Background: an optimization exercise with open tools, aiming at small area. Do not read the settings as production practice.
In this exercise RTL edits were held to simulation tests only and were not proved equivalent to the original.
Power and IR drop assume default switching activity.

`flow/design.v`:
```
module NCO #(N = 32, B = 8)(
  input clk,
  input rst,                  
  input [N-1:0] ctrl,         
  output reg [15:0] sin_out   
);
function automatic [N-1:0] add;
  input [N-1:0] a, b;
  integer i, k;
  reg c, G, P;
  reg [N-1:0] g, p;
  begin
    g = a & b;
    p = a ^ b;
    c = 1'b0;
    for (k = 0; k < N; k = k + B) begin
      G = 1'b0; P = 1'b1;
      for (i = k; i < k + B; i = i + 1) begin
        G = g[i] | (p[i] & G);
        P = P & p[i];
      end
      for (i = k; i < k + B; i = i + 1) begin
        add[i] = p[i] ^ c;
        c = g[i] | (p[i] & c);
      end
      c = G | (P & c);
    end
  end
endfunction
reg [N-1:0] phase;
reg [7:0] ph1, ph2;
always @(posedge clk) begin
  if (rst)
    phase <= {N{1'b0}};
  else
    phase <= add(phase, ctrl);
  ph1 <= phase[N-1:N-8];
  ph2 <= ph1;
end
reg [5:0] sin_lut_sel;
reg [15:0] sin_lut_val;
always @(*) begin
  sin_lut_sel = ph2[6] ? ~(ph2[5:0]-1'b1) : ph2[5:0];
  if (ph2[6] & ~|ph2[5:0]) begin
    sin_out = ph2[7] ? 16'b10000000_00000001 : 16'b01111111_11111111;
  end else begin
    sin_out = ph2[7] ? (~sin_lut_val+1'b1) : sin_lut_val;
  end
  case(sin_lut_sel)
    6'h00 : sin_lut_val = 16'h0000;
    6'h01 : sin_lut_val = 16'h0324;
    6'h02 : sin_lut_val = 16'h0648;
    6'h03 : sin_lut_val = 16'h096A;
    6'h04 : sin_lut_val = 16'h0C8C;
    6'h05 : sin_lut_val = 16'h0FAB;
    6'h06 : sin_lut_val = 16'h12C8;
    6'h07 : sin_lut_val = 16'h15E2;
    6'h08 : sin_lut_val = 16'h18F9;
    6'h09 : sin_lut_val = 16'h1C0B;
    6'h0A : sin_lut_val = 16'h1F1A;
    6'h0B : sin_lut_val = 16'h2223;
    6'h0C : sin_lut_val = 16'h2528;
    6'h0D : sin_lut_val = 16'h2826;
    6'h0E : sin_lut_val = 16'h2B1F;
    6'h0F : sin_lut_val = 16'h2E11;
    6'h10 : sin_lut_val = 16'h30FB;
    6'h11 : sin_lut_val = 16'h33DF;
    6'h12 : sin_lut_val = 16'h36BA;
    6'h13 : sin_lut_val = 16'h398C;
    6'h14 : sin_lut_val = 16'h3C56;
    6'h15 : sin_lut_val = 16'h3F17;
    6'h16 : sin_lut_val = 16'h41CE;
    6'h17 : sin_lut_val = 16'h447A;
    6'h18 : sin_lut_val = 16'h471C;
    6'h19 : sin_lut_val = 16'h49B4;
    6'h1A : sin_lut_val = 16'h4C3F;
    6'h1B : sin_lut_val = 16'h4EBF;
    6'h1C : sin_lut_val = 16'h5133;
    6'h1D : sin_lut_val = 16'h539B;
    6'h1E : sin_lut_val = 16'h55F5;
    6'h1F : sin_lut_val = 16'h5842;
    6'h20 : sin_lut_val = 16'h5A82;
    6'h21 : sin_lut_val = 16'h5CB3;
    6'h22 : sin_lut_val = 16'h5ED7;
    6'h23 : sin_lut_val = 16'h60EB;
    6'h24 : sin_lut_val = 16'h62F1;
    6'h25 : sin_lut_val = 16'h64E8;
    6'h26 : sin_lut_val = 16'h66CF;
    6'h27 : sin_lut_val = 16'h68A6;
    6'h28 : sin_lut_val = 16'h6A6D;
    6'h29 : sin_lut_val = 16'h6C23;
    6'h2A : sin_lut_val = 16'h6DC9;
    6'h2B : sin_lut_val = 16'h6F5E;
    6'h2C : sin_lut_val = 16'h70E2;
    6'h2D : sin_lut_val = 16'h7254;
    6'h2E : sin_lut_val = 16'h73B5;
    6'h2F : sin_lut_val = 16'h7504;
    6'h30 : sin_lut_val = 16'h7641;
    6'h31 : sin_lut_val = 16'h776B;
    6'h32 : sin_lut_val = 16'h7884;
    6'h33 : sin_lut_val = 16'h7989;
    6'h34 : sin_lut_val = 16'h7A7C;
    6'h35 : sin_lut_val = 16'h7B5C;
    6'h36 : sin_lut_val = 16'h7C29;
    6'h37 : sin_lut_val = 16'h7CE3;
    6'h38 : sin_lut_val = 16'h7D89;
    6'h39 : sin_lut_val = 16'h7E1D;
    6'h3A : sin_lut_val = 16'h7E9C;
    6'h3B : sin_lut_val = 16'h7F09;
    6'h3C : sin_lut_val = 16'h7F61;
    6'h3D : sin_lut_val = 16'h7FA6;
    6'h3E : sin_lut_val = 16'h7FD8;
    6'h3F : sin_lut_val = 16'h7FF5;
  endcase
end
endmodule
module Chirp #(N = 32, B = 8)(
  input clk,
  input rst,
  input [7:0] delay,           
  input reverse,               
  input [N-1:0] min_ctrl,      
  input [N-1:0] max_ctrl,      
  input [N-1:0] inc_rate,      
  input [N-1:0] div_rate,      
  output reg nco_reset,        
  output reg [N-1:0] nco_ctrl  
);
function automatic ge;
  input [N-1:0] a, b;
  integer i, k;
  reg c, G, T;
  begin
    c = 1'b1;
    for (k = 0; k < N; k = k + B) begin
      G = 1'b0; T = 1'b1;
      for (i = k; i < k + B; i = i + 1) begin
        G = (a[i] & ~b[i]) | ((a[i] | ~b[i]) & G);
        T = T & (a[i] | ~b[i]);
      end
      c = G | (T & c);
    end
    ge = c;
  end
endfunction
function automatic [N-1:0] add;
  input [N-1:0] a, b;
  input ci;
  integer i, k;
  reg c, G, P;
  reg [N-1:0] g, p;
  begin
    g = a & b;
    p = a ^ b;
    c = ci;
    for (k = 0; k < N; k = k + B) begin
      G = 1'b0; P = 1'b1;
      for (i = k; i < k + B; i = i + 1) begin
        G = g[i] | (p[i] & G);
        P = P & p[i];
      end
      for (i = k; i < k + B; i = i + 1) begin
        add[i] = p[i] ^ c;
        c = g[i] | (p[i] & c);
      end
      c = G | (P & c);
    end
  end
endfunction
function automatic [N-1:0] dec;
  input [N-1:0] a;
  integer i, k;
  reg c, P;
  begin
    c = 1'b1;
    for (k = 0; k < N; k = k + B) begin
      P = ~|a[k +: B];
      for (i = k; i < k + B; i = i + 1) begin
        dec[i] = a[i] ^ c;
        c = c & ~a[i];
      end
      c = P & c;
    end
  end
endfunction
wire [N-1:0] stt_ctrl = reverse ? max_ctrl : min_ctrl;
wire end_flag = reverse ? ge(min_ctrl, nco_ctrl) : ge(nco_ctrl, max_ctrl);
reg [N-1:0] rate_count_n;     
reg [7:0] delay_count;
wire step = ge(~div_rate, rate_count_n);
wire [N-1:0] nco_step = add(nco_ctrl, inc_rate ^ {N{reverse}}, reverse);
always @(posedge clk) begin
  if (rst) begin
    rate_count_n <= {N{1'b1}};
    delay_count <= 8'b0;
    nco_reset <= 1'b1;
    nco_ctrl <= {N{1'b0}};
  end else begin
    if (end_flag) begin
      nco_ctrl <= stt_ctrl;
      rate_count_n <= dec(rate_count_n);
    end else if (step) begin
      nco_ctrl <= nco_step;
      rate_count_n <= {N{1'b1}};
    end else
      rate_count_n <= dec(rate_count_n);
    if (end_flag) begin
      if (delay_count >= delay)
        delay_count <= 8'b0;
      else
        delay_count <= delay_count + 1'b1;
    end
    nco_reset <= |delay_count;
  end
end
endmodule
module WaveGenerator #(N = 32, M = 16)(
  input clk,
  input rst,
  input chirp_reverse,             
  input [7:0] chirp_delay,         
  input [N-1:0] chirp_min_ctrl,    
  input [N-1:0] chirp_max_ctrl,    
  input [N-1:0] chirp_inc_rate,    
  input [N-1:0] chirp_div_rate,    
  output [M-1:0] waveform          
);
wire chirp_nco_reset;
wire [N-1:0] chirp_nco_ctrl;
NCO #(.N(N)) NCO0 (
  .clk     ( clk             ),
  .rst     ( chirp_nco_reset ),
  .ctrl    ( chirp_nco_ctrl  ),
  .sin_out ( waveform        )
);
Chirp #(.N(N)) Chirp0 (
  .clk       ( clk             ),
  .rst       ( rst             ),
  .delay     ( chirp_delay     ),
  .reverse   ( chirp_reverse   ),
  .min_ctrl  ( chirp_min_ctrl  ),
  .max_ctrl  ( chirp_max_ctrl  ),
  .inc_rate  ( chirp_inc_rate  ),
  .div_rate  ( chirp_div_rate  ),
  .nco_reset ( chirp_nco_reset ),
  .nco_ctrl  ( chirp_nco_ctrl  )
);
endmodule
```
`flow/flow/run.sh`:
```
#!/bin/bash
# Standard ORFS layout, with these changes:
#  - synthesis maps logic with an area-oriented ABC script (flow/abc.script)
#    and leaves adders as plain logic (no full/half-adder cells); registers
#    are the standard synthesis's (same passes up to mapping, same names)
#  - ports are buffered with the smallest buffer
set -u
W=$(pwd)
export MY_ABC_SCRIPT=$W/flow/abc.script
export MY_NO_FA=1
bash standard.sh SYNTH_SCRIPT=$W/flow/my_synth.tcl \
  BUFFER_PORTS_ARGS="-buffer_cell sky130_fd_sc_hd__buf_1" \
  CTS_ARGS="-sink_clustering_enable -repair_clock_nets -dont_use_dummy_load -buf_list sky130_fd_sc_hd__clkbuf_8" \
  GPL_KEEP_OVERFLOW=0 finish > standard.log 2>&1
```
`flow/flow/abc.script`:
```
strash
ifraig
dch
map -D 4900
topo
upsize -c
dnsize -c
topo
stime -c
```
`flow/flow/my_synth.tcl`:
```
proc synth {args} { yosys synth -nofsm -noshare {*}$args }
if { [info exists ::env(MY_ABC_SCRIPT)] && $::env(MY_ABC_SCRIPT) ne "" } {
  proc abc {args} {
    set i [lsearch -exact $args -script]
    if { $i >= 0 } { set args [lreplace $args $i [expr {$i + 1}] -script $::env(MY_ABC_SCRIPT)] }
    set i [lsearch -exact $args -D]
    if { $i >= 0 && [info exists ::env(MY_ABC_D)] } { set args [lreplace $args $i [expr {$i + 1}] -D $::env(MY_ABC_D)] }
    puts "my abc: $args"
    if { [info exists ::env(MY_ABC_KEEP_SCRIPT)] && [info exists ::env(SYNTH_KEEP_MODULES)] } {
      set kargs $args
      set i [lsearch -exact $kargs -script]
      set kargs [lreplace $kargs $i [expr {$i + 1}] -script $::env(MY_ABC_KEEP_SCRIPT)]
      foreach m $::env(SYNTH_KEEP_MODULES) {
        yosys abc {*}$kargs $m
      }
      yosys abc {*}$args $::env(DESIGN_NAME)
    } else {
      yosys abc {*}$args
    }
  }
}
if { [info exists ::env(MY_NO_FA)] && $::env(MY_NO_FA) eq "1" } {
  proc extract_fa {args} { puts "extract_fa skipped" }
}
source $::env(SCRIPTS_DIR)/synth.tcl
# left out here: clear keep_hierarchy, flatten, clean up, hide names made inside functions, write 1_2_yosys.v
```
`flow/standard.sh`:
```
#!/bin/bash
# synth_recipe.tcl (not shown) runs the flow's synth.tcl, then flattens the netlist and writes it again
# the make line also repeats each setting of config.mk as NAME=value (left out here)
make -C /OpenROAD-flow-scripts/flow DESIGN_CONFIG=/design/flow/config.mk WORK_HOME=/design/flow/orfs CLKGATE_MAP_FILE= SYNTH_SCRIPT=/design/flow/synth_recipe.tcl "${@:-finish}"
```
`flow/config.mk`:
```
export PLATFORM = sky130hd
export DESIGN_NAME = WaveGenerator
export DESIGN_NICKNAME = WaveGenerator
export VERILOG_FILES = /design/flow/design.v
export SDC_FILE = /design/flow/constraint.sdc
export NUM_CORES = 4
export LEC_CHECK = 0
export CAP_MARGIN = 20
export CORE_MARGIN = 2
export CORE_UTILIZATION = 40
export SLEW_MARGIN = 20
```
`flow/constraint.sdc`:
```
create_clock -name core_clock -period 6.0 [get_ports {clk}]
set_input_delay 1.2000 -clock core_clock [delete_from_list [all_inputs] [get_ports {clk}]]
set_output_delay 1.2000 -clock core_clock [all_outputs]
set_load 0.01 [all_outputs]
```
==> results.ini, run 1 <==
[finish]
multi_input_area_sq_um = 5940
seq_area_sq_um = 2420
final_cells = 1869
finish.net_count = 1730
layout-drive-gt1-share_pct = 10.9
syn_to_final_growth_pct = 19.2
n_fill_cell = 2281
diodes = 0
final_cell_area_sq_um = 10600

[global_route]
grt_pass1_wl_mm = 41.9
gr-usage-met2_pct = 35.9
grt_util_met1_pct = 28.1
grt_remaining_overflow = 0
top_usage_layer = met2
grt_max_degree = 52
antenna_found_initial = 1
grt_pass1_vias = 8816
grt_usage_pct = 21.4
met3_usage_pct = 3.60

[hold_path]
worstHoldStart = NCO0.ph1[0]$_DFF_P_
hold_depth = 0
hold_class = register to register
hold-path-endpoint = NCO0.ph2[0]$_DFF_P_

[timing]
holdWs_ps = 324
tightest_slew_ps = 847
final-setup-viol-count = 0
rsz0062_at_grt = yes
post-route-period-util_pct = 92.5
drv_slew = 0
relSlewSlack_pct = 43.1
hold_viol_final = 0
worst_clock_skew_ps = 28.6
setup_ws_ps = 451
post-route-min-period_ps = 5550
fmax_mhz = 180

[clock_network]
cts_inserted_buffers = 17
clock-sinks = 121
insertion_delay_ps = 440
htreeDepth = 4
postCtsHoldBufs = 0
path_clk_slew_ps = 50
cts_tree = yes
cts_buffer_depth = 2
root_buffer = clkbuf_8

[route]
ant_nets = 0
wire_per_inst_um = 13.8
wirelength_mm = 25.8
drt-vias-per-instance = 5.27
via_count = 9846
remaining_drc_errors = 0
dr.pass1.iters = 5
drt_iter0_markers = 469

[floorplanning]
core_sq_um = 21800
fp.dieW_um = 153
die_h_um = 153
dieArea_sq_um = 23400
rows = 54
start_util_pct = 40.7
num_io_pins = 155

[placed_design]
dp_cells = 1827
place.gp.congestion = 0.910
io_buffers = 154
dp_hpwl_mm = 19.3
place_ws_ps = -587
place_area_sq_um = 9930

[pwr]
p_per_area_nw_per_um2 = 227
power_mw = 2.40
ir_drop_uv = 122
p_leak_nw = 4.11

[yosys]
synth_seq_area_share_pct = 27.3
syn_avg_cell_area_sq_um = 6.40
synth_edf_count = 0
synth-async-reset-ratio_pct = 0
synth_top_area_cell = dfxtp_1
yosysWarnings = 2
yosys_register_bits = 121
syn_area_sq_um = 8880
synth_cell_types = 45
synth_top_area_share_pct = 27.3
synth_ff_type = dfxtp_1
ys_top_cells_by_area = dfxtp_1, nand2_1, clkinv_1
synthCells = 1387
synth_nets = 1526
synth.most_common_cell = nand2_1
synthTopCellsByCount = nand2_1, clkinv_1, nor2_1, dfxtp_1, o21ai_0

[critical_path]
cp_slowest_cell = o21ai_2
reg2reg_from = Chirp0.rate_count_n[1]$_SDFF_PP1_
cp-end-kind = register
cp_top_family = simple AND/OR/NAND/NOR gates
worst-r2r-cell-count = 44
critical_path.max_fanout = 7
crit_type = primary input to register
start_kind = primary input
max_stage_delay_ps = 200
worstPathRequired_ps = 6340
critPathBufInv = 2
rr_endpoint = Chirp0.rate_count_n[31]$_SDFF_PP1_
arrival_ps = 5890
r2r_slack_ps = 640
path_common_cell = nand2_2

[status]
status = complete, no violations

[job]
maxCapViolCount = 0

==> registers in the layout, indices dropped and copies added, names as in the netlist <==
name and flops:
Chirp0.nco_ctrl 32, Chirp0.rate_count_n 32, NCO0.phase 32, Chirp0.delay_count 8
NCO0.ph1 8, NCO0.ph2 8, Chirp0.nco_reset 1
==> per-layer routing <==
metal,vias to the layer above,wire (um),part of all wire (%)
li1,5197,-,-
met5,-,16,0.062
met2,213,11900,46
met3,37,1070,4.1
met4,2,591,2.3
met1,4397,12300,48
==> report_power, final <==
group	switching (mW)	total (mW)	internal [mW]	leakage [nW]
Sequential	0.0664	0.932	0.866	0.989
Clock	0.279	0.527	0.248	0.122
Combinational	0.601	0.942	0.341	3.00
==> cells in the final DEF (no fill, tap or decap), types with 38 or more instances in the layout <==
master / instances
nand2_1: 289
o22ai_1: 38
buf_1: 152
xor2_1: 41
nor2_1: 130
clkinv_1: 161
o21ai_0: 108
a31oi_1: 38
dfxtp_1: 119
nand2_2: 46
nand3_1: 80
a21oi_1: 79
==> worst max-delay path by stage <==
stage | from | end | slack [ps] | cells after the start
after CTS | Chirp0.rate_count_n[1]$_SDFF_PP1_ | Chirp0.rate_count_n[31]$_SDFF_PP1_ | 10 | 44
final | chirp_reverse | Chirp0.nco_ctrl[31]$_SDFFE_PP0P_ | 450 | 58
after detailed placement | chirp_reverse | Chirp0.nco_ctrl[31]$_SDFFE_PP0P_ | -590 | 58
after global routing | NCO0.phase[0]$_SDFF_PP0_ | NCO0.phase[31]$_SDFF_PP0_ | -120 | 57
after floorplan | chirp_reverse | Chirp0.nco_ctrl[31]$_SDFFE_PP0P_ | 590 | 56
after global placement | chirp_reverse | Chirp0.rate_count_n[31]$_SDFF_PP1_ | -4380 | 9
==> kinds of logic after synthesis <==
| family | Yosys count | share of synthesized area [%] |
|---|---|---|
| adder cells (fa/ha/maj) | 4 | 0.451 |
| AND/OR/NAND/NOR | 620 | 30.2 |
| XOR/XNOR | 74 | 7.30 |
| buffers and inverters | 176 | 7.44 |
| AO/OA/AOI/OAI | 392 | 27.4 |
| flip-flops | 121 | 27.3 |
==> what timing repair did <==
| action | 4_1_cts | 5_1_grt |
|---|---|---|
| hold endpoints to repair | 0 | 0 |
| gates cloned | 0 | 3 |
| setup buffers | 0 | 21 |
| gates resized for setup | 5 | 54 |
| pin swaps | 2 | 18 |
| endpoints found under the setup margin | 13 | 20 |
==> layout make-up <==
cell class / instances / area share [%]
flip-flops and latches: 121 / 22.9
inverters: 176 / 6.33
multi-input cells: 1090 / 56.2
well taps: 280 / 3.31
clock buffers: 17 / 2.21
repair buffers: 185 / 9.05
==> through the flow <==
step / util, % / setup TNS (ps)
finish: 48.5 / 0
global route: 48.5 / -182
CTS: 46.6 / 0
detailed placement: 45.5 / -3290
global placement: 44.9 / -261160
floorplan: - / 0
==> inputs of run 2 (changes only) <==
--- a/flow/flow/run.sh
+++ b/flow/flow/run.sh
@@ -10,5 +10,4 @@
 export MY_NO_FA=1
 bash standard.sh SYNTH_SCRIPT=$W/flow/my_synth.tcl \
   BUFFER_PORTS_ARGS="-buffer_cell sky130_fd_sc_hd__buf_1" \
-  CTS_ARGS="-sink_clustering_enable -repair_clock_nets -dont_use_dummy_load -buf_list sky130_fd_sc_hd__clkbuf_8" \
-  GPL_KEEP_OVERFLOW=0 finish > standard.log 2>&1
+  CTS_ARGS="-sink_clustering_enable -repair_clock_nets -dont_use_dummy_load -buf_list sky130_fd_sc_hd__clkbuf_8" finish > standard.log 2>&1
==> run 2 against run 1 <==
  * Clock skew grew 6.0 ps
  * Fmax barely moved
  * Register-to-register slack worse by 50 ps
  * Clock-buffer cell count unchanged
  * Power down 0.26%
  * Core utilization shrank 0.66 points
  * Via count grew 1.1%
  * Sequential cell count stayed put
==> results.ini, run 2 <==
[yosys]
synth_xor_area_share_pct = 7.30
synth_ff_type = dfxtp_1
ys_top_cells_by_area = dfxtp_1, nand2_1, clkinv_1
synth-async-reset-ratio_pct = 0
synth_cell_types = 45
synth_top_area_cell = dfxtp_1
synth-compound-area-share_pct = 27.4
yosys_register_bits = 121
syn_area_sq_um = 8880
syn_avg_cell_area_sq_um = 6.40
synth_edf_count = 0
yosysWarnings = 2
synth_seq_area_share_pct = 27.3
yosys.area_share.simple_pct = 30.2
synth.most_common_cell = nand2_1
synthAdderAreaFrac_pct = 0.451
synth_nets = 1526
synth.mux.area_fraction_pct = 0
synthCells = 1387
synthTopCellsByCount = nand2_1, clkinv_1, nor2_1, dfxtp_1, o21ai_0
synth_top_family_by_area = simple AND/OR/NAND/NOR gates
synth_top_area_share_pct = 27.3

[pwr]
swShare_pct = 39.3
seq_power_share_pct = 38.9
power.net_switching_mw = 0.942
p_per_area_nw_per_um2 = 230
power_mw = 2.40
p_leak_nw = 4.03
clkPwrFrac_pct = 21.9
power.internal_mw = 1.45
ir_drop_uv = 112
power_frac_comb_pct = 39.1

[clock_network]
htreeDepth = 4
clock-sinks = 121
cts_inserted_buffers = 17
root_buffer = clkbuf_8
path_clk_slew_ps = 80
cts_tree = yes
insertion_delay_ps = 450
cts_buffer_depth = 2

[route]
remaining_drc_errors = 0
dr.pass1.iters = 5
drt_iter0_markers = 429
ant_nets = 0
via_count = 9950
wire_per_inst_um = 13.7
wirelength_mm = 25.5
drt-vias-per-instance = 5.33

[hold_path]
worstHoldStart = NCO0.ph1[5]$_DFF_P_
hold-path-endpoint = NCO0.ph2[5]$_DFF_P_
hold_depth = 0
hold_class = register to register

[global_route]
antenna_found_initial = 1
grt_max_degree = 51
grt_remaining_overflow = 0
grt_pass1_wl_mm = 42.2
grt_usage_pct = 21.6
grt_pass1_vias = 8935

[floorplanning]
num_io_pins = 155
fp.dieW_um = 153
die_h_um = 153
core_sq_um = 21800
rows = 54
start_util_pct = 40.7
dieArea_sq_um = 23400

[finish]
finish.net_count = 1728
layout-drive-gt1-share_pct = 11.0
largest_registers = Chirp0.nco_ctrl (32), Chirp0.rate_count_n (32), NCO0.phase (32)
final_cells = 1867
n_fill_cell = 2278
layout_common_cells = nand2_1, clkinv_1, buf_1, nor2_1, dfxtp_1
syn_to_final_growth_pct = 17.6
mostFrequentLayoutCell = nand2_1
multi_input_area_sq_um = 5960
finalCoreUtilization_pct = 47.8
diodes = 0
seq_area_sq_um = 2420

[timing]
post-route-min-period_ps = 5550
worst_clock_skew_ps = 34.7
fmax_mhz = 180
relSlewSlack_pct = 44.0
setup_ws_ps = 454
post-route-period-util_pct = 92.4
fin_tns_setup_ps = 0
final-setup-viol-count = 0
hold_viol_final = 0
tightest_slew_ps = 834
drv_slew = 0

[critical_path]
reg2reg_from = Chirp0.rate_count_n[1]$_SDFF_PP1_
worstPathRequired_ps = 6370
r2r_slack_ps = 590
path_common_cell = nand2_2
crit_type = primary input to register
rr_endpoint = Chirp0.rate_count_n[31]$_SDFF_PP1_
arrival_ps = 5920
max_stage_delay_ps = 210
critical_path.max_fanout = 5
start_kind = primary input
worst-r2r-cell-count = 44
cp_slowest_cell = o21ai_2
cp-end-kind = register
critPathLaunch = chirp_reverse

[placed_design]
place.gp.congestion = 0.923
dp_hpwl_mm = 19.4
place_ws_ps = 17.6
io_buffers = 154
dp_cells = 1843

[status]
status = complete, no violations

[job]
maxCapViolCount = 0

-- run 2: cell count changes in the layout (fill, tap and decap cells not counted), moves of 3 or more --
| cell | delta |
|---|---|
| nand2_1 | -10 |
| buf_4 | +6 |
| inv_2 | -3 |
| clkinv_1 | +7 |
| buf_16 | -4 |
| clkbuf_16 | -3 |
| nand2_2 | +10 |
-- run 2: through the flow --
step / area [sq um] / hold WS [ps]
6_report: 10400 / 321
5_1_grt: 10400 / 323
4_1_cts: 10200 / 325
3_5_place_dp: 9980 / 312
3_3_place_gp: 9980 / 311
2_1_floorplan: 8880 / 310
-- run 2: critical path: cells and delay by family --
family	cells	cell delay (ps)
and+or+nand+nor	45	2860
xor gates and xnor gates	2	360
AOI/OAI and AO/OA	9	1370
buffers and inverters	1	150
-- run 2: worst max-delay path by stage --
stage / to / slack, ps / depth (start not counted)
after floorplan: Chirp0.nco_ctrl[31]$_SDFFE_PP0P_ / 590 / 56
after global placement: Chirp0.rate_count_n[31]$_SDFF_PP1_ / 150 / 44
after detailed placement: Chirp0.rate_count_n[31]$_SDFF_PP1_ / 20 / 44
after CTS: Chirp0.rate_count_n[31]$_SDFF_PP1_ / 3 / 44
after global routing: Chirp0.rate_count_n[31]$_SDFF_PP1_ / -10 / 44
final: Chirp0.nco_ctrl[31]$_SDFFE_PP0P_ / 450 / 57
-- run 2: layer usage --
metal  share of wire, %  vias to the layer above  track usage (%)
met5              0.051                        -                0
met4                2.3                        2             7.63
met3                5.2                       48             3.91
met2                 47                      269             36.7
met1                 46                     4444             27.4
li1                   -                     5187                -
-- run 2: cells by family (layout without fill, tap and decap cells) --
kind of cell,count (synthesis),in the layout
AOI/OAI and AO/OA,392,392
adders and majority gates,4,4
buffers and inverters,176,376
and+or+nand+nor,620,620
DFF,121,121
xor gates and xnor gates,74,74
-- run 2: timing repair --
item,CTS,global route
setup endpoints to repair,1,10
hold buffers,0,0
pin swaps,6,21
buffers inserted,2,5
gates resized for setup,2,59
-- run 2: power groups by stage --
stage / combinational [mW] / sequential (mW) / clock [mW]
after floorplan: 0.643 / 0.930 / 0
after global placement: 0.908 / 0.948 / 0
after detailed placement: 0.911 / 0.950 / 0
after CTS: 0.916 / 0.933 / 0.548
after global routing: 1.05 / 0.943 / 0.582
final: 0.938 / 0.932 / 0.525
-- run 2: final cells by class --
| type | count | share of cell area [%] |
|---|---|---|
| Sequential cell | 121 | 23.2 |
| Inverter | 176 | 6.33 |
| Multi-Input combinational cell | 1090 | 57.1 |
| Tap cell | 280 | 3.36 |
| Clock buffer | 17 | 2.24 |
| Timing Repair Buffer | 183 | 7.71 |
==> inputs of run 3 (changes only) <==
==> flow/flow/abc.script (replaced) <==
strash
ifraig
dch
map -D 5000
topo
dnsize -c
upsize -c
topo
stime -c
==> run 3 against run 2 <==
  * Fmax fell by 2.7%
  * Die area grew 0.22%
  * Final area grew 1.3%
  * Sequential power about the same
  * Critical path type unchanged
  * Largest power group unchanged
  * Hold slack lost 5.9 ps
  * Clock skew increased by 0.53 ps
  * Sequential share of layout area is 0.26 points lower
  * Sequential cell count unchanged
==> results.ini, run 3 <==
[status]
status = complete, no violations

[yosys]
yosys.area_share.simple_pct = 31.5
yosys_register_bits = 121
synth_cell_types = 44
synth_xor_area_share_pct = 6.79
synth_edf_count = 0
synth_ff_type = dfxtp_1
synth_top_family_by_area = simple AND/OR/NAND/NOR gates
syn_avg_cell_area_sq_um = 6.35
synthAdderAreaFrac_pct = 0.338
synthCells = 1401
synth.mux.area_fraction_pct = 0
yosysWarnings = 2
synth_top_area_cell = dfxtp_1
syn_area_sq_um = 8900
synthTopCellsByCount = nand2_1, clkinv_1, nor2_1, dfxtp_1, o21ai_0
synth_seq_area_share_pct = 27.2
synth_nets = 1540
synth.most_common_cell = nand2_1
synth-async-reset-ratio_pct = 0
synth-compound-area-share_pct = 26.5
synth_top_area_share_pct = 27.2
ys_top_cells_by_area = dfxtp_1, nand2_1, clkinv_1

[floorplanning]
core_sq_um = 21800
dieArea_sq_um = 23400
die_h_um = 153
fp.dieW_um = 153
rows = 54
num_io_pins = 155
start_util_pct = 40.8

[clock_network]
postCtsHoldBufs = 0
path_clk_slew_ps = 60
clock-sinks = 121
cts_inserted_buffers = 17
insertion_delay_ps = 440
htreeDepth = 4
cts_tree = yes
root_buffer = clkbuf_8
cts_buffer_depth = 2

[timing]
holdWs_ps = 316
tightest_slew_ps = 906
worst_clock_skew_ps = 35.2
rsz0062_at_grt = yes
hold_viol_final = 0
post-route-min-period_ps = 5700
final-setup-viol-count = 0
post-route-period-util_pct = 95.0
fmax_mhz = 175
drv_slew = 0
relSlewSlack_pct = 39.0

[hold_path]
hold_class = register to register

[finish]
finish.net_count = 1754
final_cells = 1894
layout_common_cells = nand2_1, clkinv_1, buf_1, nor2_1, dfxtp_1
largest_registers = Chirp0.nco_ctrl (32), Chirp0.rate_count_n (32), NCO0.phase (32)
mostFrequentLayoutCell = nand2_1
layout-drive-gt1-share_pct = 11.8
syn_to_final_growth_pct = 18.8

[pwr]
p_leak_nw = 4.12
ir_drop_uv = 117
p_per_area_nw_per_um2 = 228

[route]
drt_iter0_markers = 509
via_count = 10100
wire_per_inst_um = 13.9
drt-vias-per-instance = 5.33
ant_nets = 0
wirelength_mm = 26.3
remaining_drc_errors = 0
dr.pass1.iters = 5

[critical_path]
start_kind = primary input
critical_path.max_fanout = 6
r2r_slack_ps = 560
max_stage_delay_ps = 230
crit_type = primary input to register
cp_slowest_cell = a21o_4
arrival_ps = 5980
worstPathRequired_ps = 6280
path_common_cell = nand2_2
cp-end-kind = register

[global_route]
antenna_found_initial = 1
grt_pass1_vias = 9148
grt_max_degree = 51
grt_usage_pct = 21.9
grt_remaining_overflow = 0
grt_pass1_wl_mm = 43.1

[job]
maxCapViolCount = 0

[placed_design]
dp_cells = 1853
dp_hpwl_mm = 19.6
io_buffers = 154
place.gp.congestion = 0.892

==> run 3: changes by cell type in the layout (fill, tap and decap cells not counted), sizes merged, moves of 5 or more <==
cell	change
xor2	-5
nand2	+18
a21oi	-5
clkinv	+5
buf	+12
nand3	+12
==> run 3: power breakdown <==
group          internal (mW)  switching [mW]  total [mW]
Sequential             0.866          0.0650       0.931
Clock                  0.248           0.275       0.523
Combinational          0.352           0.607       0.958
==> run 3: final timing paths <==
kind / start / end / cells past startpoint
worst max-delay path: chirp_reverse / Chirp0.nco_ctrl[30]$_SDFFE_PP0P_ / 59
worst min-delay path: NCO0.ph1[5]$_DFF_P_ / NCO0.ph2[5]$_DFF_P_ / 0
worst min register to register: NCO0.ph1[5]$_DFF_P_ / NCO0.ph2[5]$_DFF_P_ / 0
worst max register to register: Chirp0.rate_count_n[0]$_SDFF_PP1_ / Chirp0.rate_count_n[31]$_SDFF_PP1_ / 44
==> run 3: final cells by class <==
cell class                 count  area, sq um
fill                        2307        11300
multi-input combinational   1099         5960
sequential                   121         2430
timing repair buffer         195          913
inverter                     181          679
tap                          280          350
clock buffer                  17          234
antenna                        1         2.50
==> run 3: through the flow <==
step	setup TNS, ps	utilization, %	total power [mW]	instance area (sq um)	setup WS [ps]
finish	0	48.4	2.41	10600	300
global route	-314	48.4	2.60	10600	-138
CTS	0	46.9	2.39	10200	11.1
detailed placement	-154	45.7	1.86	9970	-77.1
global placement	0	45.7	1.86	9970	72.7
floorplan	0	-	1.58	8900	471
==> run 3: repair_timing <==
item,4_1_cts,5_1_grt
setup endpoints to repair,1,11
cloned,0,0
gates resized for setup,3,66
buffers inserted,3,20
pin swaps,6,35
==> run 3: routing by layer <==
layer	GRT usage, %	vias to the layer above	share of wire [%]
li1	-	5251	-
met1	28.4	4524	45
met2	37.3	271	47
met3	3.74	43	5.6
met4	6.66	0	2.1
met5	0	-	0
==> run 3: cell families (layout without fill, tap and decap cells) <==
| group | after synthesis | in the layout |
|---|---|---|
| other cells | 0 | 1 |
| simple gates | 646 | 646 |
| fa+ha+maj | 3 | 3 |
| compound gates | 381 | 381 |
| flops | 121 | 121 |
| xor+xnor | 69 | 69 |
| buf+inv | 181 | 393 |
==> run 3: critical path, delay by kind of cell <==
kind | cells | cell delay (ps)
XOR/XNOR | 2 | 390
AO/OA/AOI/OAI | 6 | 960
AND/OR/NAND/NOR | 48 | 3070
buffers and inverters | 3 | 360
==> inputs of run 4 (changes only) <==
==> flow/flow/abc.script (replaced) <==
strash
ifraig
dch
map -D 5000
topo
upsize -c
dnsize -c
topo
stime -c
==> run 4 against run 3 <==
  * Sequential power about the same
  * Register-to-register slack better by 120 ps
  * Largest power group unchanged
  * Synthesized area about the same
  * Final cell count decreased by 0.79%
  * Sequential share of layout area grew 0.33 points
  * Global-route usage hardly changed
  * Clock power barely moved
  * Critical path type unchanged
  * Final area decreased by 1.4%
  * Hold slack gained 7.3 ps
==> results.ini, run 4 <==
[timing]
tightest_slew_ps = 877
post-route-min-period_ps = 5580
post-route-period-util_pct = 93.1
worst_clock_skew_ps = 38.8
rsz0062_at_grt = yes
drv_slew = 0
final-setup-viol-count = 0
hold_viol_final = 0
holdWs_ps = 323
relSlewSlack_pct = 41.2
fmax_mhz = 179

[route]
wire_per_inst_um = 13.8
dr.pass1.iters = 4
via_count = 9963
drt-vias-per-instance = 5.30
drt_iter0_markers = 458
remaining_drc_errors = 0
ant_nets = 0
wirelength_mm = 26.0

[global_route]
gr-usage-met2_pct = 37.2
top_usage_layer = met2
grt_usage_pct = 22.0
met3_usage_pct = 3.88
grt_util_met1_pct = 28.1
antenna_found_initial = 1
grt_max_degree = 51
grt_pass1_vias = 9218
grt_pass1_wl_mm = 43.2
grt_remaining_overflow = 0

[critical_path]
reg2reg_from = Chirp0.rate_count_n[0]$_SDFF_PP1_
critPathBufInv = 2
critical_path.max_fanout = 9
cp_slowest_cell = xor2_1
endpoint = Chirp0.nco_ctrl[31]$_SDFFE_PP0P_
path_common_cell = nand2_2
rr_endpoint = Chirp0.rate_count_n[31]$_SDFF_PP1_
worstPathRequired_ps = 6350
max_stage_delay_ps = 220
r2r_slack_ps = 680
cp_top_family = simple AND/OR/NAND/NOR gates
crit_cells = 59
critPathLaunch = chirp_reverse
arrival_ps = 5930
cp-end-kind = register
start_kind = primary input
crit_type = primary input to register
worst-r2r-cell-count = 44

[yosys]
synth.most_common_cell = nand2_1
syn_avg_cell_area_sq_um = 6.35
synth_nets = 1540
yosys_register_bits = 121
synth_top_area_cell = dfxtp_1
synth_ff_type = dfxtp_1
yosysWarnings = 2
synth_cell_types = 43
synthCells = 1401
synth_top_area_share_pct = 27.2
synth-async-reset-ratio_pct = 0
synthTopCellsByCount = nand2_1, clkinv_1, nor2_1, dfxtp_1, o21ai_0
syn_area_sq_um = 8890
ys_top_cells_by_area = dfxtp_1, nand2_1, clkinv_1
synth_edf_count = 0
synth_seq_area_share_pct = 27.2

[finish]
layout-drive-gt1-share_pct = 11.4
mostFrequentLayoutCell = nand2_1
syn_to_final_growth_pct = 17.2
largest_registers = Chirp0.nco_ctrl (32), Chirp0.rate_count_n (32), NCO0.phase (32)
n_fill_cell = 2303
layout_common_cells = nand2_1, clkinv_1, buf_1, nor2_1, dfxtp_1
finish.net_count = 1739

[pwr]
p_per_area_nw_per_um2 = 229
p_leak_nw = 4.04
ir_drop_uv = 127
power_mw = 2.39

[floorplanning]
fp.dieW_um = 153
die_h_um = 153
dieArea_sq_um = 23400
start_util_pct = 40.8
num_io_pins = 155
rows = 54
core_sq_um = 21800

[clock_network]
cts_tree = yes
clock-sinks = 121
root_buffer = clkbuf_8
insertion_delay_ps = 450
cts_buffer_depth = 2
htreeDepth = 4
path_clk_slew_ps = 60
cts_inserted_buffers = 17

[hold_path]
hold_class = register to register

[status]
status = complete, no violations

[job]
maxCapViolCount = 0

[placed_design]
dp_hpwl_mm = 19.7
io_buffers = 154
place.gp.congestion = 0.957

[run 4: cell types whose count changed after synthesis]
cell    change
nor2_1      +1
nor2_2      -1
[run 4: how the worst min path moves through the flow]
stage / from / endpoint / slack (ps) / cells past startpoint
4_1_cts: NCO0.ph1[5]$_DFF_P_ / NCO0.ph2[5]$_DFF_P_ / 320 / 0
3_5_place_dp: NCO0.ph1[4]$_DFF_P_ / NCO0.ph2[4]$_DFF_P_ / 310 / 0
6_report: NCO0.ph1[5]$_DFF_P_ / NCO0.ph2[5]$_DFF_P_ / 320 / 0
5_1_grt: NCO0.ph1[3]$_DFF_P_ / NCO0.ph2[3]$_DFF_P_ / 330 / 0
3_3_place_gp: NCO0.ph1[6]$_DFF_P_ / NCO0.ph2[6]$_DFF_P_ / 310 / 0
2_1_floorplan: NCO0.ph1[0]$_DFF_P_ / NCO0.ph2[0]$_DFF_P_ / 310 / 0
[run 4: area by class of cell]
cell class | instances | area [sq um] | share of cell area (%)
timing repair buffer | 180 | 779 | 7.48
sequential | 121 | 2430 | 23.3
inverter | 181 | 679 | 6.52
clock buffer | 17 | 234 | 2.24
tap | 280 | 350 | 3.36
antenna | 1 | 2.50 | 0.0240
multi-input combinational | 1099 | 5950 | 57.1
[run 4: repair_timing]
item,4_1_cts,5_1_grt
setup endpoints to repair,1,12
gates cloned,0,0
pin swaps,2,12
resized for setup,3,64
buffers inserted,1,4
hold buffers,0,0
[run 4: through the flow]
step                      std cells  TNS, ps  worst slack [ps]  utilization (%)  cell area [sq um]
after global placement         1856        0              98.1             45.8               9990
after floorplan                1401        0               471                -               8890
final                          1879        0               416             47.8              10400
after global routing           1879     -124             -71.3             47.8              10400
after CTS                      1874        0              28.9             46.9              10200
after detailed placement       1856    -73.1             -49.3             45.8               9990
[run 4: kinds of logic (layout without fill, tap and decap cells)]
group                      count (synthesis)  after routing  synth area share [%]
AOI/OAI and AO/OA                        381            381                  26.5
xor gates and xnor gates                  69             69                  6.80
adders and majority gates                  3              3                 0.338
buffers and inverters                    181            378                  7.64
DFF                                      121            121                  27.2
other                                      0              1                     0
and+or+nand+nor                          646            646                  31.5
[run 4: metal layers]
layer,share of wire (%),vias to the layer above
li1,-,5207
met1,46,4427
met2,47,282
met3,5.4,47
met4,2.2,0
met5,0,-
[run 4: worst register-to-register path: cells and delay by family (launching register included)]
family | cells | cell delay [ps]
AOI/OAI and AO/OA | 2 | 200
DFF | 1 | 340
and+or+nand+nor | 30 | 3770
buffers and inverters | 12 | 880
[run 4: power breakdown]
group | switching, mW | internal, mW
combinational | 0.599 | 0.335
sequential | 0.0651 | 0.866
clock | 0.278 | 0.248
==> inputs of run 5 (changes only) <==
--- a/flow/config.mk
+++ b/flow/config.mk
@@ -8,4 +8,5 @@
 export CAP_MARGIN = 20
 export CORE_MARGIN = 2
 export CORE_UTILIZATION = 40
+export GPL_TIMING_DRIVEN = 0
 export SLEW_MARGIN = 20
==> run 5 against run 4 <==
  * Critical path depth increased by 1
  * Clock-buffer cell count unchanged
  * Synthesized cell count unchanged
  * Non-clock buffer count up 10
  * Register-to-register slack worse by 50 ps
  * Final cell count up 0.53%
  * Sequential cell count is the same
  * Combinational power is 3.7% higher
  * Critical endpoint unchanged
  * Largest cell class unchanged
==> results.ini, run 5 <==
[status]
status = complete, no violations

[global_route]
grt_remaining_overflow = 0
grt_pass1_vias = 9267
grt_usage_pct = 21.7
grt_max_degree = 52
grt_pass1_wl_mm = 42.9
antenna_found_initial = 1

[clock_network]
cts_tree = yes
path_clk_slew_ps = 70
insertion_delay_ps = 450
postCtsHoldBufs = 0
cts_inserted_buffers = 17
htreeDepth = 4
cts_buffer_depth = 2
root_buffer = clkbuf_8
clock-sinks = 121

[finish]
syn_to_final_growth_pct = 20.1
finish.net_count = 1749
layout_common_cells = nand2_1, clkinv_1, buf_1, nor2_1, dfxtp_1
layout-drive-gt1-share_pct = 12.3
mostFrequentLayoutCell = nand2_1
final_cell_area_sq_um = 10700
largest_registers = Chirp0.nco_ctrl (32), Chirp0.rate_count_n (32), NCO0.phase (32)

[timing]
setup_ws_ps = 264
worst_clock_skew_ps = 39.7
rsz0062_at_grt = yes
post-route-min-period_ps = 5740
post-route-period-util_pct = 95.6
fin_tns_setup_ps = 0
fmax_mhz = 174
tightest_slew_ps = 1070
drv_slew = 0
final-setup-viol-count = 0
relSlewSlack_pct = 27.7
hold_viol_final = 0

[pwr]
power_frac_comb_pct = 39.9
power.internal_mw = 1.47
swShare_pct = 39.5
clkPwrFrac_pct = 21.8
power.net_switching_mw = 0.958
p_per_area_nw_per_um2 = 227
seq_power_share_pct = 38.3
p_leak_nw = 4.18
ir_drop_uv = 127

[critical_path]
cp_top_family = simple AND/OR/NAND/NOR gates
crit_cells = 60
cp-end-kind = register
max_stage_delay_ps = 220
crit_type = primary input to register
worst-r2r-cell-count = 59
worstPathRequired_ps = 6360
start_kind = primary input
arrival_ps = 6100
critical_path.max_fanout = 8
critPathBufInv = 1
path_common_cell = nand2_2
cp_slowest_cell = a21o_4

[placed_design]
place.gp.congestion = 0.924
dp_hpwl_mm = 19.5
place_ws_ps = -897
place_area_sq_um = 9940
io_buffers = 154

[yosys]
syn_avg_cell_area_sq_um = 6.35
synth_ff_type = dfxtp_1
syn_area_sq_um = 8890
synth_nets = 1540
synthTopCellsByCount = nand2_1, clkinv_1, nor2_1, dfxtp_1, o21ai_0
synth_top_area_share_pct = 27.2
synth.most_common_cell = nand2_1
yosys_register_bits = 121
synth_edf_count = 0
synth-async-reset-ratio_pct = 0
synth_top_area_cell = dfxtp_1
synthCells = 1401
ys_top_cells_by_area = dfxtp_1, nand2_1, clkinv_1
synth_cell_types = 43
synth_seq_area_share_pct = 27.2
yosysWarnings = 2

[route]
drt_iter0_markers = 517
via_count = 10200
drt-vias-per-instance = 5.39
remaining_drc_errors = 0
wire_per_inst_um = 14.1
dr.pass1.iters = 5
ant_nets = 0
wirelength_mm = 26.6

[floorplanning]
core_sq_um = 21800
die_h_um = 153
rows = 54
start_util_pct = 40.8
num_io_pins = 155
dieArea_sq_um = 23400
fp.dieW_um = 153

[hold_path]
hold_class = register to register
hold_depth = 0

[job]
maxCapViolCount = 0

==> run 5: cell counts after synthesis <==
Identical to the previous run, type by type.
==> run 5: routing by layer <==
metal | up-vias | global-route usage [%] | part of all wire [%]
met3 | 49 | 3.86 | 5.4
met5 | - | 0 | 0
met1 | 4622 | 27.2 | 45
met4 | 0 | 7.36 | 2.4
met2 | 269 | 37.7 | 48
li1 | 5239 | - | -
==> run 5: layout make-up <==
class	instances	area, sq um
Antenna cell	1	2.50
Fill cell	2357	11100
Clock buffer	17	234
Tap cell	280	350
Multi-Input combinational cell	1099	6000
Inverter	181	692
Timing Repair Buffer	190	981
Sequential cell	121	2430
==> run 5: timing repair <==
item	4_1_cts	5_1_grt
pin swaps	0	21
setup buffers	0	28
endpoints found under the setup margin	15	27
cloned	1	2
gates resized for setup	8	76
==> run 5: through the flow <==
step	total power [mW]	util, %	hold WS [ps]	std cells
after floorplan	1.58	-	310	1401
after global placement	1.84	45.0	310	1835
after detailed placement	1.85	45.6	312	1841
after CTS	2.39	46.9	320	1859
after global routing	2.61	49.0	328	1889
final	2.43	49.0	321	1889
==> run 5: path summary, 6_finish.rpt <==
kind                                    from                               end  slack, ps
min                      NCO0.ph1[1]$_DFF_P_               NCO0.ph2[1]$_DFF_P_        320
min reg2reg              NCO0.ph1[1]$_DFF_P_               NCO0.ph2[1]$_DFF_P_        320
max                            chirp_reverse  Chirp0.nco_ctrl[31]$_SDFFE_PP0P_        260
max reg2reg  Chirp0.nco_ctrl[1]$_SDFFE_PP0P_  Chirp0.nco_ctrl[31]$_SDFFE_PP0P_        630
==> run 5: worst register-to-register path: cells and delay by family (launching register included) <==
| kind | cells | cell delay, ps |
|---|---|---|
| compound gates | 7 | 1130 |
| xor+xnor | 1 | 220 |
| buf+inv | 1 | 260 |
| flops | 1 | 420 |
| simple gates | 50 | 3280 |
==> run 5: cell families after synthesis <==
logic type | share of synthesized area, %
flops | 27.2
xor+xnor | 6.80
simple gates | 31.5
compound gates | 26.5
buf+inv | 7.64
fa+ha+maj | 0.338
==> run 5: power groups by stage <==
| stage | Clock [mW] | Combinational [mW] | Sequential [mW] |
|---|---|---|---|
| detailed placement | 0 | 0.903 | 0.947 |
| global placement | 0 | 0.890 | 0.945 |
| CTS | 0.551 | 0.913 | 0.930 |
| finish | 0.528 | 0.969 | 0.930 |
| global route | 0.584 | 1.09 | 0.940 |
| floorplan | 0 | 0.645 | 0.930 |
==> inputs of run 6 (changes only) <==
--- a/flow/config.mk
+++ b/flow/config.mk
@@ -8,5 +8,5 @@
 export CAP_MARGIN = 20
 export CORE_MARGIN = 2
 export CORE_UTILIZATION = 40
-export GPL_TIMING_DRIVEN = 0
+export SETUP_SLACK_MARGIN = -0.3
 export SLEW_MARGIN = 20
==> run 6 against run 5 <==
  * Still clean
  * Final area shrank 3.4%
  * Hold slack gained 1.5 ps
  * Core utilization shrank 1.7 points
  * Clock power is essentially flat
  * Power shrank 1.9%
  * Sequential power is essentially flat
  * Combinational power shrank 4.5%
  * Synthesized area is the same
  * Critical path type unchanged
  * Critical endpoint unchanged
  * Largest cell class unchanged
==> results.ini, run 6 <==
[yosys]
syn_avg_cell_area_sq_um = 6.35
synth_top_family_by_area = simple AND/OR/NAND/NOR gates
yosys_register_bits = 121
synth_ff_type = dfxtp_1
ys_top_cells_by_area = dfxtp_1, nand2_1, clkinv_1
yosysWarnings = 2
synth_edf_count = 0
synth-async-reset-ratio_pct = 0
syn_area_sq_um = 8890
synthCells = 1401
synth_seq_area_share_pct = 27.2
synthAdderAreaFrac_pct = 0.338
synth_nets = 1540
synth_xor_area_share_pct = 6.80
yosys.area_share.simple_pct = 31.5
synth_cell_types = 43
synth-compound-area-share_pct = 26.5
synth_top_area_share_pct = 27.2
synth.most_common_cell = nand2_1
synth.mux.area_fraction_pct = 0
synth_top_area_cell = dfxtp_1
synthTopCellsByCount = nand2_1, clkinv_1, nor2_1, dfxtp_1, o21ai_0

[finish]
layout_common_cells = nand2_1, clkinv_1, buf_1, nor2_1, dfxtp_1
layout-drive-gt1-share_pct = 9.79
n_fill_cell = 2316
syn_to_final_growth_pct = 16.1
multi_input_area_sq_um = 5890
largest_registers = Chirp0.nco_ctrl (32), Chirp0.rate_count_n (32), NCO0.phase (32)
final_cells = 1875
mostFrequentLayoutCell = nand2_1
finish.net_count = 1735
seq_area_sq_um = 2430

[clock_network]
htreeDepth = 4
cts_buffer_depth = 2
insertion_delay_ps = 440
root_buffer = clkbuf_8
clock-sinks = 121
cts_inserted_buffers = 17
cts_tree = yes
postCtsHoldBufs = 0
path_clk_slew_ps = 60

[floorplanning]
fp.dieW_um = 153
num_io_pins = 155
rows = 54
dieArea_sq_um = 23400
die_h_um = 153
core_sq_um = 21800
start_util_pct = 40.8

[global_route]
grt_pass1_vias = 9185
grt_remaining_overflow = 0
grt_pass1_wl_mm = 43.1
antenna_found_initial = 1
grt_max_degree = 51
grt_usage_pct = 21.9

[pwr]
p_leak_nw = 4.01
p_per_area_nw_per_um2 = 231
ir_drop_uv = 127

[route]
via_count = 9917
dr.pass1.iters = 5
drt_iter0_markers = 486
ant_nets = 0
wire_per_inst_um = 13.8
remaining_drc_errors = 0
drt-vias-per-instance = 5.29
wirelength_mm = 25.9

[critical_path]
max_stage_delay_ps = 230
cp-end-kind = register
path_common_cell = nand2_2
crit_type = primary input to register
start_kind = primary input
worstPathRequired_ps = 6350
arrival_ps = 5960
critical_path.max_fanout = 3
cp_slowest_cell = xnor2_1

[timing]
tightest_slew_ps = 876
fmax_mhz = 178
post-route-period-util_pct = 93.5
drv_slew = 0
worst_clock_skew_ps = 38.0
relSlewSlack_pct = 41.2
holdWs_ps = 323
hold_viol_final = 0
final-setup-viol-count = 0
post-route-min-period_ps = 5610

[placed_design]
place.gp.congestion = 0.957
dp_hpwl_mm = 19.7
io_buffers = 154
dp_cells = 1856

[hold_path]
hold_class = register to register

[status]
status = complete, no violations

[job]
maxCapViolCount = 0

==> run 6: cell counts after synthesis <==
No cell type changed its count.
==> run 6: final cells by class <==
cell class                 instances  area share [%]
multi-input combinational       1099            57.0
sequential                       121            23.5
timing repair buffer             176            7.22
inverter                         181            6.58
tap                              280            3.39
clock buffer                      17            2.27
antenna                            1          0.0242
==> run 6: per-stage QoR <==
stage	setup WS (ps)	total power [mW]	setup TNS, ps	area, sq um	util (%)
after global routing	-303	2.57	-1100	10300	47.3
after CTS	-84.9	2.40	-84.9	10200	46.9
final	392	2.38	0	10300	47.3
after global placement	98.1	1.86	0	9990	45.8
after detailed placement	-49.3	1.86	-73.1	9990	45.8
after floorplan	471	1.58	0	8890	-
==> run 6: final timing paths <==
| check | startpoint | end | slack, ps | depth (start not counted) |
|---|---|---|---|---|
| hold reg to reg | NCO0.ph1[3]$_DFF_P_ | NCO0.ph2[3]$_DFF_P_ | 320 | 0 |
| hold / removal | NCO0.ph1[3]$_DFF_P_ | NCO0.ph2[3]$_DFF_P_ | 320 | 0 |
| setup reg to reg | Chirp0.rate_count_n[0]$_SDFF_PP1_ | Chirp0.rate_count_n[31]$_SDFF_PP1_ | 440 | 44 |
| setup / recovery | chirp_reverse | Chirp0.nco_ctrl[31]$_SDFFE_PP0P_ | 390 | 60 |
==> run 6: logic make-up (layout without fill, tap and decap cells) <==
logic type      Yosys count  count (layout)
simple gates            646             646
compound gates          381             381
buf+inv                 181             374
flops                   121             121
xor+xnor                 69              69
fa+ha+maj                 3               3
other cells               0               1
==> run 6: metal layers <==
layer  GRT usage (%)  vias up  part of all wire, %  wire, um
met5               0        -                    0         0
met4            7.67        0                  2.5       645
met3            3.88       52                  5.2      1350
met2            37.1      260                   47     12100
met1            28.1     4404                   46     11800
li1                -     5201                    -         -
==> run 6: power by group <==
group	total, mW	switching, mW	internal (mW)
Combinational	0.925	0.595	0.330
Clock	0.526	0.278	0.248
Sequential	0.931	0.0649	0.866
Total	2.38	0.938	1.44
==> run 6: what timing repair did <==
| action | 4_1_cts | 5_1_grt |
|---|---|---|
| setup buffers | 0 | 1 |
| endpoints found under the setup margin | 0 | 7 |
| resized for setup | 0 | 41 |
| endpoints found under the hold margin | 0 | 0 |
==> run 6: critical path, delay by kind of cell <==
family | cells | cell delay (ps)
AND/OR/NAND/NOR | 50 | 3130
AO/OA/AOI/OAI | 7 | 1050
XOR/XNOR | 2 | 460
buffers and inverters | 1 | 120
==> inputs of run 7 (changes only) <==
==> flow/flow/abc.script (replaced) <==
strash
ifraig
dch
map -D 5300
topo
upsize -c
dnsize -c
topo
stime -c
==> run 7 against run 6 <==
  * Still clean
  * Synthesized area fell by 0.72%
  * Sequential power barely moved
  * Synthesized cell count fell by 1.1%
  * Final cell count rose by 1.6%
  * Sequential cell count did not move
  * Combinational power rose by 5.2%
  * Via count rose by 1.7%
  * Clock power rose by 2%
  * Largest cell class unchanged
  * Largest power group is now combinational cells
  * Highest routed layer unchanged
==> results.ini, run 7 <==
[hold_path]
hold-path-endpoint = NCO0.ph2[0]$_DFF_P_
hold_class = register to register
hold_depth = 0
worstHoldStart = NCO0.ph1[0]$_DFF_P_

[route]
via_count = 10100
wirelength_mm = 26.0
drt_iter0_markers = 490
remaining_drc_errors = 0
ant_nets = 0
dr.pass1.iters = 4
drt-vias-per-instance = 5.29
wire_per_inst_um = 13.6

[critical_path]
rr_endpoint = Chirp0.rate_count_n[31]$_SDFF_PP1_
max_stage_delay_ps = 230
path_common_cell = nand2_2
worst-r2r-cell-count = 44
arrival_ps = 6220
crit_type = primary input to register
cp_slowest_cell = or2_4
worstPathRequired_ps = 6360
critical_path.max_fanout = 4
reg2reg_from = Chirp0.rate_count_n[1]$_SDFF_PP1_
start_kind = primary input
cp-end-kind = register
r2r_slack_ps = 460

[global_route]
grt_usage_pct = 21.9
grt_remaining_overflow = 0
grt_max_degree = 51
grt_pass1_vias = 9261
antenna_found_initial = 0
grt_pass1_wl_mm = 43.0

[status]
status = complete, no violations

[timing]
tightest_slew_ps = 754
rsz0062_at_grt = yes
setup_ws_ps = 136
fmax_mhz = 171
drv_slew = 0
hold_viol_final = 0
worst_clock_skew_ps = 40.8
post-route-min-period_ps = 5860
post-route-period-util_pct = 97.7
relSlewSlack_pct = 49.6
final-setup-viol-count = 0

[floorplanning]
core_sq_um = 21800
dieArea_sq_um = 23300
start_util_pct = 40.6
rows = 54
fp.dieW_um = 153
num_io_pins = 155
die_h_um = 153

[yosys]
synth-async-reset-ratio_pct = 0
synthCells = 1386
synthTopCellsByCount = nand2_1, clkinv_1, nor2_1, dfxtp_1, nand3_1
yosysWarnings = 2
syn_avg_cell_area_sq_um = 6.37
syn_area_sq_um = 8830
synth_nets = 1525
synth_cell_types = 46
synth_ff_type = dfxtp_1
synth_top_area_share_pct = 27.4
yosys_register_bits = 121
ys_top_cells_by_area = dfxtp_1, nand2_1, clkinv_1
synth_seq_area_share_pct = 27.4
synth_top_area_cell = dfxtp_1
synth_edf_count = 0
synth.most_common_cell = nand2_1

[finish]
final_cell_area_sq_um = 10700
mostFrequentLayoutCell = nand2_1
finalCoreUtilization_pct = 49.1
syn_to_final_growth_pct = 20.9
finish.net_count = 1766
largest_registers = Chirp0.nco_ctrl (32), Chirp0.rate_count_n (32), NCO0.phase (32)
layout_common_cells = nand2_1, clkinv_1, nor2_1, buf_1, dfxtp_1
n_fill_cell = 2301
layout-drive-gt1-share_pct = 11.7
final_cells = 1905
diodes = 0

[placed_design]
place_area_sq_um = 10300
dp_hpwl_mm = 19.9
io_buffers = 154
place_ws_ps = -393
dp_cells = 1883
place.gp.congestion = 0.947

[pwr]
p_leak_nw = 4.17
ir_drop_uv = 105
p_per_area_nw_per_um2 = 228

[clock_network]
insertion_delay_ps = 450
cts_inserted_buffers = 17
clock-sinks = 121
cts_buffer_depth = 2
root_buffer = clkbuf_8
cts_tree = yes
htreeDepth = 4
path_clk_slew_ps = 70

[job]
maxCapViolCount = 0

[run 7: cell type report]
class	instances	area, sq um	share of cell area [%]
sequential	121	2420	22.7
inverter	179	672	6.29
timing repair buffer	222	1130	10.6
clock buffer	17	234	2.19
tap	280	350	3.28
multi-input combinational	1086	5870	55.0
[run 7: per-stage QoR]
stage	setup TNS [ps]	hold slack, ps	power (mW)
after detailed placement	-985	312	1.90
after floorplan	0	310	1.57
after CTS	-248	311	2.43
after global placement	-437	311	1.89
after global routing	-1380	313	2.62
final	0	316	2.44
[run 7: worst max path at each step]
stage,slack (ps),to,cells after the start,startpoint
finish,140,Chirp0.nco_ctrl[31]$_SDFFE_PP0P_,56,chirp_reverse
CTS,-130,Chirp0.rate_count_n[31]$_SDFF_PP1_,44,Chirp0.rate_count_n[1]$_SDFF_PP1_
detailed placement,-390,Chirp0.nco_ctrl[31]$_SDFFE_PP0P_,57,chirp_reverse
floorplan,20,Chirp0.nco_ctrl[31]$_SDFFE_PP0P_,56,chirp_reverse
global route,-380,NCO0.phase[31]$_SDFF_PP0_,64,Chirp0.nco_ctrl[0]$_SDFFE_PP0P_
global placement,-280,Chirp0.nco_ctrl[31]$_SDFFE_PP0P_,56,chirp_reverse
[run 7: worst max-delay path, delay by kind of cell]
kind | cells | cell delay [ps]
and+or+nand+nor | 40 | 2670
AOI/OAI and AO/OA | 11 | 1500
xor gates and xnor gates | 3 | 540
buffers and inverters | 2 | 240
[run 7: what timing repair did]
item | CTS | global route
endpoints found under the hold margin | 0 | 0
hold buffers | 0 | 0
resized for setup | 0 | 66
setup buffers | 0 | 5
setup endpoints to repair | 0 | 11
[run 7: routing by layer]
layer	global-route usage [%]	routed length [um]	vias up
met5	0	0	-
met4	7.36	614	0
met3	3.30	1260	47
met2	38.2	12500	264
met1	27.6	11600	4536
li1	-	-	5238
[run 7: cell families after synthesis]
family / Yosys count / synth area share, %
adder cells (fa/ha/maj): 1 / 0.113
AO/OA/AOI/OAI: 335 / 24.1
AND/OR/NAND/NOR: 680 / 33.7
buffers and inverters: 179 / 7.61
XOR/XNOR: 70 / 7.03
flip-flops: 121 / 27.4
[run 7: report_power, final]
group / switching, mW / internal, mW
logic: 0.597 / 0.376
registers: 0.0646 / 0.866
clock network: 0.285 / 0.249
==> inputs of run 8 (changes only) <==
==> flow/flow/abc.script (replaced) <==
strash
ifraig
dch
map -D 5000
topo
upsize -c
dnsize -c
topo
stime -c
--- a/flow/config.mk
+++ b/flow/config.mk
@@ -8,5 +8,5 @@
 export CAP_MARGIN = 20
 export CORE_MARGIN = 2
 export CORE_UTILIZATION = 40
-export SETUP_SLACK_MARGIN = -0.3
+export SETUP_SLACK_MARGIN = -1.0
 export SLEW_MARGIN = 20
==> run 8 against run 7 <==
  * The layout now fails its checks (negative setup slack)
  * Global-route usage barely moved
  * Final cell count decreased by 1.6%
  * Wire length down 0.67%
  * Final area is 4.1% lower
  * Critical endpoint is now Chirp0.rate_count_n[31]$_SDFF_PP1_
  * Setup slack worse by 150 ps
  * Synthesized cell count grew 1.1%
  * Power fell by 2.3%
  * Combinational power decreased by 5.1%
  * Sequential power about the same
  * Clock skew decreased by 1.7 ps
==> results.ini, run 8 <==
[clock_network]
cts_buffer_depth = 2
htreeDepth = 4
cts_setup_buffers = 0
cts_inserted_buffers = 17
clock-sinks = 121
cts-resized-gates = 0
root_buffer = clkbuf_8
insertion_delay_ps = 450
path_clk_slew_ps = 70
postCtsHoldBufs = 0
cts_tree = yes

[yosys]
synth_seq_area_share_pct = 27.2
synth_top_area_share_pct = 27.2
ys_top_cells_by_area = dfxtp_1, nand2_1, clkinv_1
syn_avg_cell_area_sq_um = 6.35
synthCells = 1401
synth_ff_type = dfxtp_1
synthTopCellsByCount = nand2_1, clkinv_1, nor2_1, dfxtp_1, o21ai_0
synth_edf_count = 0
yosys_register_bits = 121
yosysWarnings = 2
synth_cell_types = 43
synth.most_common_cell = nand2_1
synth-async-reset-ratio_pct = 0
syn_area_sq_um = 8890
synth_top_area_cell = dfxtp_1
synth_nets = 1540

[route]
remaining_drc_errors = 0
drt_iter0_markers = 509
drt-vias-per-instance = 5.29
via_count = 9922
wirelength_mm = 25.8
ant_nets = 0
wire_per_inst_um = 13.8
dr.pass1.iters = 5

[finish]
layout-drive-gt1-share_pct = 7.72
largest_registers = Chirp0.nco_ctrl (32), Chirp0.rate_count_n (32), NCO0.phase (32)
syn_to_final_growth_pct = 15.1
mostFrequentLayoutCell = nand2_1
final_cells = 1874
layout_common_cells = nand2_1, clkinv_1, buf_1, nor2_1, dfxtp_1
finish.net_count = 1734

[global_route]
grt_remaining_overflow = 0
antenna_found_initial = 1
top_usage_layer = met2
grt_max_degree = 51
grt_pass1_wl_mm = 43.1
met3_usage_pct = 3.88
grt_util_met1_pct = 28.1
grt_usage_pct = 21.9
gr-usage-met2_pct = 37.1
grt_pass1_vias = 9185

[pwr]
p_per_area_nw_per_um2 = 233
p_leak_nw = 3.99
ir_drop_uv = 128

[status]
status = complete, but fails checks
violations = negative setup slack

[floorplanning]
rows = 54
start_util_pct = 40.8
core_sq_um = 21800
dieArea_sq_um = 23400
num_io_pins = 155
fp.dieW_um = 153
die_h_um = 153

[critical_path]
worstPathRequired_ps = 6310
crit_type = register to register
path_common_cell = nor2_1
max_stage_delay_ps = 340
arrival_ps = 6330
cp-end-kind = register
reg2reg_from = Chirp0.rate_count_n[1]$_SDFF_PP1_
cp_top_family = simple AND/OR/NAND/NOR gates
critical_path.max_fanout = 5
start_kind = register
critPathLaunch = Chirp0.rate_count_n[1]$_SDFF_PP1_
cp_slowest_cell = dfxtp_1
critPathBufInv = 12

[hold_path]
worstHoldStart = NCO0.ph1[3]$_DFF_P_
hold_class = register to register

[timing]
post-route-period-util_pct = 100
final-setup-viol-count = 1
fmax_mhz = 166
worst_clock_skew_ps = 39.1
relSlewSlack_pct = 41.1
drv_slew = 0
setup_ws_ps = -11.8
tightest_slew_ps = 878
hold_viol_final = 0
fin_tns_setup_ps = -11.8
post-route-min-period_ps = 6010

[placed_design]
dp_hpwl_mm = 19.7
dp_cells = 1856
place.gp.congestion = 0.957
io_buffers = 154

[job]
maxCapViolCount = 0

-- run 8: cell types whose count changed after synthesis, sizes merged, moves of 2 or more --
cell and change:
maj3 +2, nand3b -2, a21o -4, a21oi +28, nand3 +6, o21bai -2
nor3 -3, nand2 +24, o21ai +25, clkinv +2, and2 -2, nor2 -30
nor3b -28
-- run 8: routing by layer --
metal  part of all wire, %  vias to the layer above  routed length (um)
met3                   5.5                       51                1410
met5                     0                        -                   0
met1                    46                     4374               11800
li1                      -                     5197                   -
met2                    46                      300               12000
met4                   2.5                        0                 640
-- run 8: area by class of cell --
class,count,area [sq um]
fillers,2322,11600
multi-input cells,1099,5810
flip-flops and latches,121,2420
repair buffers,175,738
inverters,181,679
well taps,280,350
clock buffers,17,234
diodes,1,2.50
-- run 8: cells by family (layout without fill, tap and decap cells) --
| logic type | Yosys count | count (layout) | synth area share (%) |
|---|---|---|---|
| xor gates and xnor gates | 69 | 69 | 6.80 |
| DFF | 121 | 121 | 27.2 |
| buffers and inverters | 181 | 373 | 7.64 |
| and+or+nand+nor | 646 | 646 | 31.5 |
| adders and majority gates | 3 | 3 | 0.338 |
| AOI/OAI and AO/OA | 381 | 381 | 26.5 |
| other | 0 | 1 | 0 |
-- run 8: worst register-to-register path, delay by kind of cell, from the launching register on --
kind / cells / cell delay [ps]
AND/OR/NAND/NOR: 30 / 4150
AO/OA/AOI/OAI: 2 / 200
flip-flops: 1 / 340
buffers and inverters: 12 / 1180
-- run 8: metrics by stage --
step | hold WS [ps] | setup WS [ps] | area [sq um] | util, % | total power [mW]
detailed placement | 312 | -49.3 | 9990 | 45.8 | 1.86
global placement | 311 | 98.1 | 9990 | 45.8 | 1.86
floorplan | 310 | 471 | 8890 | - | 1.58
CTS | 324 | -84.9 | 10200 | 46.9 | 2.40
finish | 323 | -11.8 | 10200 | 46.9 | 2.38
global route | 327 | -970 | 10200 | 46.9 | 2.57
-- run 8: where the power goes --
group          total [mW]  switching (mW)  internal (mW)
combinational       0.923           0.594          0.329
clock               0.527           0.279          0.248
sequential          0.930          0.0644          0.866
total                2.38           0.938           1.44
-- run 8: final timing paths --
kind	slack [ps]	cells past startpoint	to
min	320	0	NCO0.ph2[3]$_DFF_P_
max	-10	44	Chirp0.rate_count_n[31]$_SDFF_PP1_
min reg2reg	320	0	NCO0.ph2[3]$_DFF_P_
max reg2reg	-10	44	Chirp0.rate_count_n[31]$_SDFF_PP1_

[port drivers added, routing unchanged]
Ports are ideal in the flow. The routed layouts listed here were re-timed in OpenROAD. Step 1 sets driving cells, clkbuf_16 on the clock port and buf_2 on the other inputs (assumed; they add their load-dependent delay and slew). Step 2 also shifts input and output timing later by t, the mid clock arrival at the registers, as if the neighbouring blocks saw the same clock. a / b / c = no drivers / after step 1 / after step 2; a / b = the first two.
run | shift t [ns] | setup slack, ns | worst setup path after step 2 | worst register clock-pin slew, ns | cell pins on the clock port's net
run 1 | 0.463 | 0.451 / 0.388 / -0.075 | input to register | 0.08 / 0.08 | 1
run 2 | 0.472 | 0.454 / 0.444 / -0.028 | input to register | 0.08 / 0.08 | 1
run 3 | 0.468 | 0.300 / 0.243 / -0.225 | input to register | 0.08 / 0.08 | 1
run 4 | 0.469 | 0.416 / 0.366 / -0.103 | input to register | 0.09 / 0.09 | 1
run 5 | 0.468 | 0.264 / 0.127 / -0.341 | input to register | 0.09 / 0.09 | 1
run 6 | 0.468 | 0.392 / 0.329 / -0.139 | input to register | 0.09 / 0.09 | 1
run 7 | 0.470 | 0.136 / 0.103 / -0.367 | input to register | 0.09 / 0.09 | 1
run 8 | 0.471 | -0.012 / -0.012 / -0.151 | input to register | 0.09 / 0.09 | 1
Met with ideal ports but missed after step 2: setup timing in 7 of these runs. The setup slack of run 5, which loses most, moves by -0.137 ns with the drivers and by -0.605 ns with both steps.
